Source: an optimization exercise on an open RTL-to-GDS flow (aim: small area and a short achievable clock period). Production flows keep margins and buffers that such runs may drop.
The RTL was checked by simulation tests, not by an equivalence proof against the original design.
Power is estimated from default activity; no workload was simulated.

$ cat flow/config.mk
export PLATFORM = sky130hd
export DESIGN_NAME = pipelined_divider
export DESIGN_NICKNAME = pipelined_divider
export VERILOG_FILES = /design/flow/design.v
export SDC_FILE = /design/flow/constraint.sdc
export NUM_CORES = 4
export LEC_CHECK = 0
export CAP_MARGIN = 20
export CORE_MARGIN = 2
export CORE_UTILIZATION = 40
export SLEW_MARGIN = 20
$ cat flow/run.sh
#!/bin/bash
# synth_recipe.tcl (not shown) runs the flow's synth.tcl, then flattens the netlist and writes it again
# the make line also repeats each setting of config.mk as NAME=value (left out here)
make -C /OpenROAD-flow-scripts/flow DESIGN_CONFIG=/design/flow/config.mk WORK_HOME=/design/flow/orfs CLKGATE_MAP_FILE= SYNTH_SCRIPT=/design/flow/synth_recipe.tcl finish
$ cat flow/constraint.sdc
create_clock -name core_clock -period 7.0 [get_ports {clock}]
set_input_delay 1.4000 -clock core_clock [delete_from_list [all_inputs] [get_ports {clock}]]
set_output_delay 1.4000 -clock core_clock [all_outputs]
set_load 0.01 [all_outputs]
$ cat flow/design.v
`timescale 1ns/100ps
module pipelined_divider (input                             clock,
                          input                             reset,
                          input                             input_valid,
                          input                       [5:0] input_tag,
                          input       [divisor_width - 1:0] divisor,
                          input      [dividend_width - 1:0] dividend,
                          output reg                        output_valid,
                          output reg                  [5:0] output_tag,
                          output reg [dividend_width - 1:0] quotient,
                          output reg [dividend_width - 1:0] remainder);
    parameter dividend_width = 32, divisor_width = 24, stages = dividend_width + 1;
    reg [dividend_width + divisor_width - 1:0] divisors   [0:stages];
    reg [dividend_width + divisor_width - 1:0] remainders [0:stages];
    reg [dividend_width - 1:0]                 quotients  [0:stages];
    reg neg_flags [0:stages];  
    reg stage_valid [0:stages];
    reg [5:0] stage_tag [0:stages];
    always @(posedge clock) begin
        if (dividend[dividend_width - 1] == 1'b1) begin
            neg_flags[0] <= 1'b1;
            remainders[0] <= {{divisor_width{1'b0}}, -dividend};
        end else begin
            neg_flags[0] <= 1'b0;
            remainders[0] <= {{divisor_width{1'b0}}, dividend};
        end
        divisors[0]   <= {divisor, {dividend_width{1'b0}}};
        quotients[0]  <= {dividend_width{1'b0}};
        stage_valid[0] <= reset ? 1'b0 : input_valid;
        stage_tag[0] <= input_tag;
    end
    genvar i;
    generate
        for (i = 0; i < stages; i = i + 1) begin
            always @(posedge clock) begin
                if (remainders[i] - divisors[i] <= remainders[i]) begin  
                    remainders[i + 1] <= remainders[i] - divisors[i];
                    quotients[i + 1] <= (quotients[i] << 1) | 1;
                end else begin  
                    remainders[i + 1] <= remainders[i];
                    quotients[i + 1] <= quotients[i] << 1;
                end
                divisors[i + 1] <= divisors[i] >> 1;
                neg_flags[i + 1] <= neg_flags[i];
                stage_valid[i + 1] <= reset ? 1'b0 : stage_valid[i];
                stage_tag[i + 1] <= stage_tag[i];
            end
        end
    endgenerate
    always @(posedge clock) begin
        if (neg_flags[stages]) begin
            quotient <= -quotients[stages];
            remainder <= -remainders[stages];  
        end else begin
            quotient <= quotients[stages];
            remainder <= remainders[stages];
        end
        output_valid <= reset ? 1'b0 : stage_valid[stages];
        output_tag <= stage_tag[stages];
    end
endmodule
==> results.txt <==
==> cell families (layout without fill, tap and decap cells) <==
logic type               after synthesis  in the layout
multiplexers                         635            635
XOR/XNOR                            1198           1198
flip-flops                          3519           3519
AND/OR/NAND/NOR                     4232           4233
adder cells (fa/ha/maj)             1818           1818
buffers and inverters               2386           3068
AO/OA/AOI/OAI                       3620           3621
other                                  1             82
==> worst register-to-register path: cells and delay by family, from the launching register on <==
family | cells | cell delay (ns)
mux | 1 | 0.40
flops | 1 | 0.39
compound gates | 11 | 2.28
xor+xnor | 1 | 0.20
fa+ha+maj | 3 | 0.88
buf+inv | 3 | 0.51
simple gates | 9 | 1.76
==> area by class of cell <==
class | instances | area (sq um)
diodes | 60 | 150
clock buffers | 500 | 10500
clock inverters | 189 | 2750
fillers | 39200 | 223000
inverters | 2113 | 7930
multi-input cells | 11500 | 85100
flip-flops and latches | 3519 | 70500
well taps | 5451 | 6820
repair buffers | 266 | 2570
==> sequential cells by signal, indices dropped and copies added (netlist names) <==
name          count
stage_valid      34
stage_tag       204
quotients       528
divisors        792
neg_flags        34
quotient         32
remainders     1856
output_tag        6
remainder        32
output_valid      1
==> metrics by stage <==
stage          hold slack, ns  std cells
2_1_floorplan           0.310      17400
3_3_place_gp            0.310      22900
3_5_place_dp            0.312      22900
4_1_cts                 0.271      23600
5_1_grt                 0.275      23600
6_report                0.285      23600
==> routing by layer <==
layer	track usage (%)	wire [um]	vias up
met5	0	13	-
met1	24.3	184000	55400
met2	32.1	186000	2265
met4	6.13	13000	2
met3	2.12	15700	631
li1	-	-	60900
==> worst paths after layout <==
path                                                   to  slack (ns)
worst max-delay path            remainders[27][8]$_DFF_P_        0.49
worst min register to register   quotients[33][3]$_DFF_P_        0.29
worst min-delay path             quotients[33][3]$_DFF_P_        0.29
worst max register to register  remainders[27][8]$_DFF_P_        0.49
==> repair_timing <==
action | 4_1_cts | 5_1_grt
hold endpoints to repair | 0 | 0
gates resized for setup | 0 | 40
setup buffers | 0 | 0
setup endpoints to repair | 0 | 418
==> synth_stat cells (all sizes together), types with 176 or more instances <==
| library cell | n |
|---|---|
| dfxtp | 3519 |
| inv | 2112 |
| ha | 1786 |
| a21oi | 1043 |
| nor2 | 1013 |
| nand2 | 996 |
| o21ai | 900 |
| xnor2 | 759 |
| a21o | 509 |
| xor2 | 439 |
| mux2 | 422 |
| nor3 | 387 |
| nand3 | 266 |
| nor2b | 264 |
| nand4 | 228 |
| mux2i | 213 |
| nand2b | 203 |
| clkbuf | 189 |
| o21a | 176 |
==> power groups by stage <==
stage	sequential [W]	combinational (W)	clock [W]
2_1_floorplan	0.0291	0.0389	0
3_3_place_gp	0.0318	0.0492	0
3_5_place_dp	0.0317	0.0499	0
4_1_cts	0.0313	0.0504	0.0214
5_1_grt	0.0319	0.0575	0.0223
6_report	0.0313	0.0506	0.0208
==> results.txt <==
pre-CTS WS 0.298 ns; Slew @ Worst Pin 1.01 ns; total power 0.103 W; arrival time worst endpoint 7.31 ns; total core area 409000 sq um; layout cells sized above 1 7.85%; Pre-Repair DR Iteration Count 6; Setup TNS Final 0 ns; Clk pwr share 20.3%; WP buf/inv 3; IO Port Bufs 135; detailed-route via count 119000; DRC 0; iteration-0 DRC count of the detailed router 6885; largest family of logic cells by synthesized area compound AO/OA/AOI/OAI gates; RSZ-0062 raised after global routing false; Hold Crit Class reg2reg; Reg power frac 30.5%; H-Tree Depth 5; initial antenna violation count 29; die area 416000 sq um; first-pass GRT wire length 630000 um; initial core utilization 40.1%; CP Launch Point divisors[26][6]$_DFF_P_; chip width 645 um; Yosys cell types 117; final wirelength 399000 um; CTS Buf Count 373; post-synthesis mux area share 4.19%; row count 235; normalized max-slew margin 31.6%; CTS Buffer Depth 4; fraction of synthesized cell area in xor and xnor cells 6.39%; CP max FO 62; Final setup viols 0; final net count 19700; Max-Cap Viols 0; crit-path leading delay family compound AO/OA/AOI/OAI gates; hold-fix buffers at CTS 0; adder-cell share of the synthesized area 14.0%; clock sink count 3519; internal cell power 0.0611 W; Final period util 93.1%; post-layout util 45.5%; Gate Count Post-Synth 17400; fin. max-slew vios 0; Worst path depth 28; Comb pwr share 49.3%; Vias/cell 5.05; commonest non-fill, non-tap cell in the layout dfxtp_1; Synth Area in Compound Gates 14.0%; yosys synthesis warning count 7; Fmax 154 MHz; routed len/inst 16.9 um; ys async rst share 0%; Critical Path Source Type register; commonest non-fill, non-tap cells in the layout dfxtp_1, inv_1, ha_1; Synth Register Bits 3519; Clk Latency, worst-skew pair 0.95 ns; post-synthesis area per instance 9.44 sq um; clk_skew 0.0536 ns; Die H 645 um; hold_sp quotients[32][2]$_DFF_P_; Final WS setup 0.486 ns; Final Instance Area 186000 sq um; synth top area cells dfxtp_1, ha_1, inv_1, xnor2_1, a21oi_1; final hold viol count 0; Sw Share 40.5%; Crit-path slowest cell fa_1; area share of the largest cell type after synthesis 42.9%; Root Buffer clkbuf_16; Pleak 85.9 nW; Reg clk slew, reported paths 0.07 ns; Critical Path RT 7.80 ns; total I/O pin count 136; critical path's largest stage delay 0.40 ns; Placement Cell Area 173000 sq um; Yosys top cell by area dfxtp_1; maximum vdd drop 0.293 mV; DP HPWL 319000 um; vias in the first global route 116000; Tot GR Track Use 18.7%; Setup CP Type reg2reg; Seq/Total Area, Yosys 42.9%; total gr overflow 0; Post-Synth Simple-Gate Area 12.9%; largest net degree at the start of global routing 80; EDFF count, synth 0; post-layout min period 6.51 ns; routability congestion estimate 0.894; Switch Pwr 0.0416 W; Post-DRT Antenna Nets 0; CP Capture Type register; Worst R2R Start divisors[26][6]$_DFF_P_; Area Overhead vs Synth 13.4%; CTS tree done; Hold Path Depth 0; Synth Flop Type dfxtp_1; worst r2r path cells 28; outcome no timing/DRC/antenna violations; Mapped Area 164000 sq um; Power Dens Cells 551 nW/um^2

## static timing again, ports no longer ideal
No port has a modelled driver above. Below, the same layout with a new extraction and two added sets of constraints.
Step 1 sets driving cells, clkbuf_16 on the clock port and buf_2 on the other inputs (assumed; they add their load-dependent delay and slew).
Step 2 adds t to the input delays and takes it off the output delays; t is the mean of the earliest and latest rising clock arrival at the registers after step 1. Input paths then give back, and output paths get back, about the clock's delay inside the block.
a / b / c = ideal / step 1 / step 2; a / b = the first two.
t, ns: 1.038
setup WS [ns]: 0.486 / 0.486 / 0.486
latest minus earliest clock arrival (ns): 0.065 / 0.065
worst slew at a driven data input, ns: 0.13
After both steps setup and hold are still met in this run. The setup slack of this run moves by 0.000 ns with the drivers and by 0.000 ns with both steps.
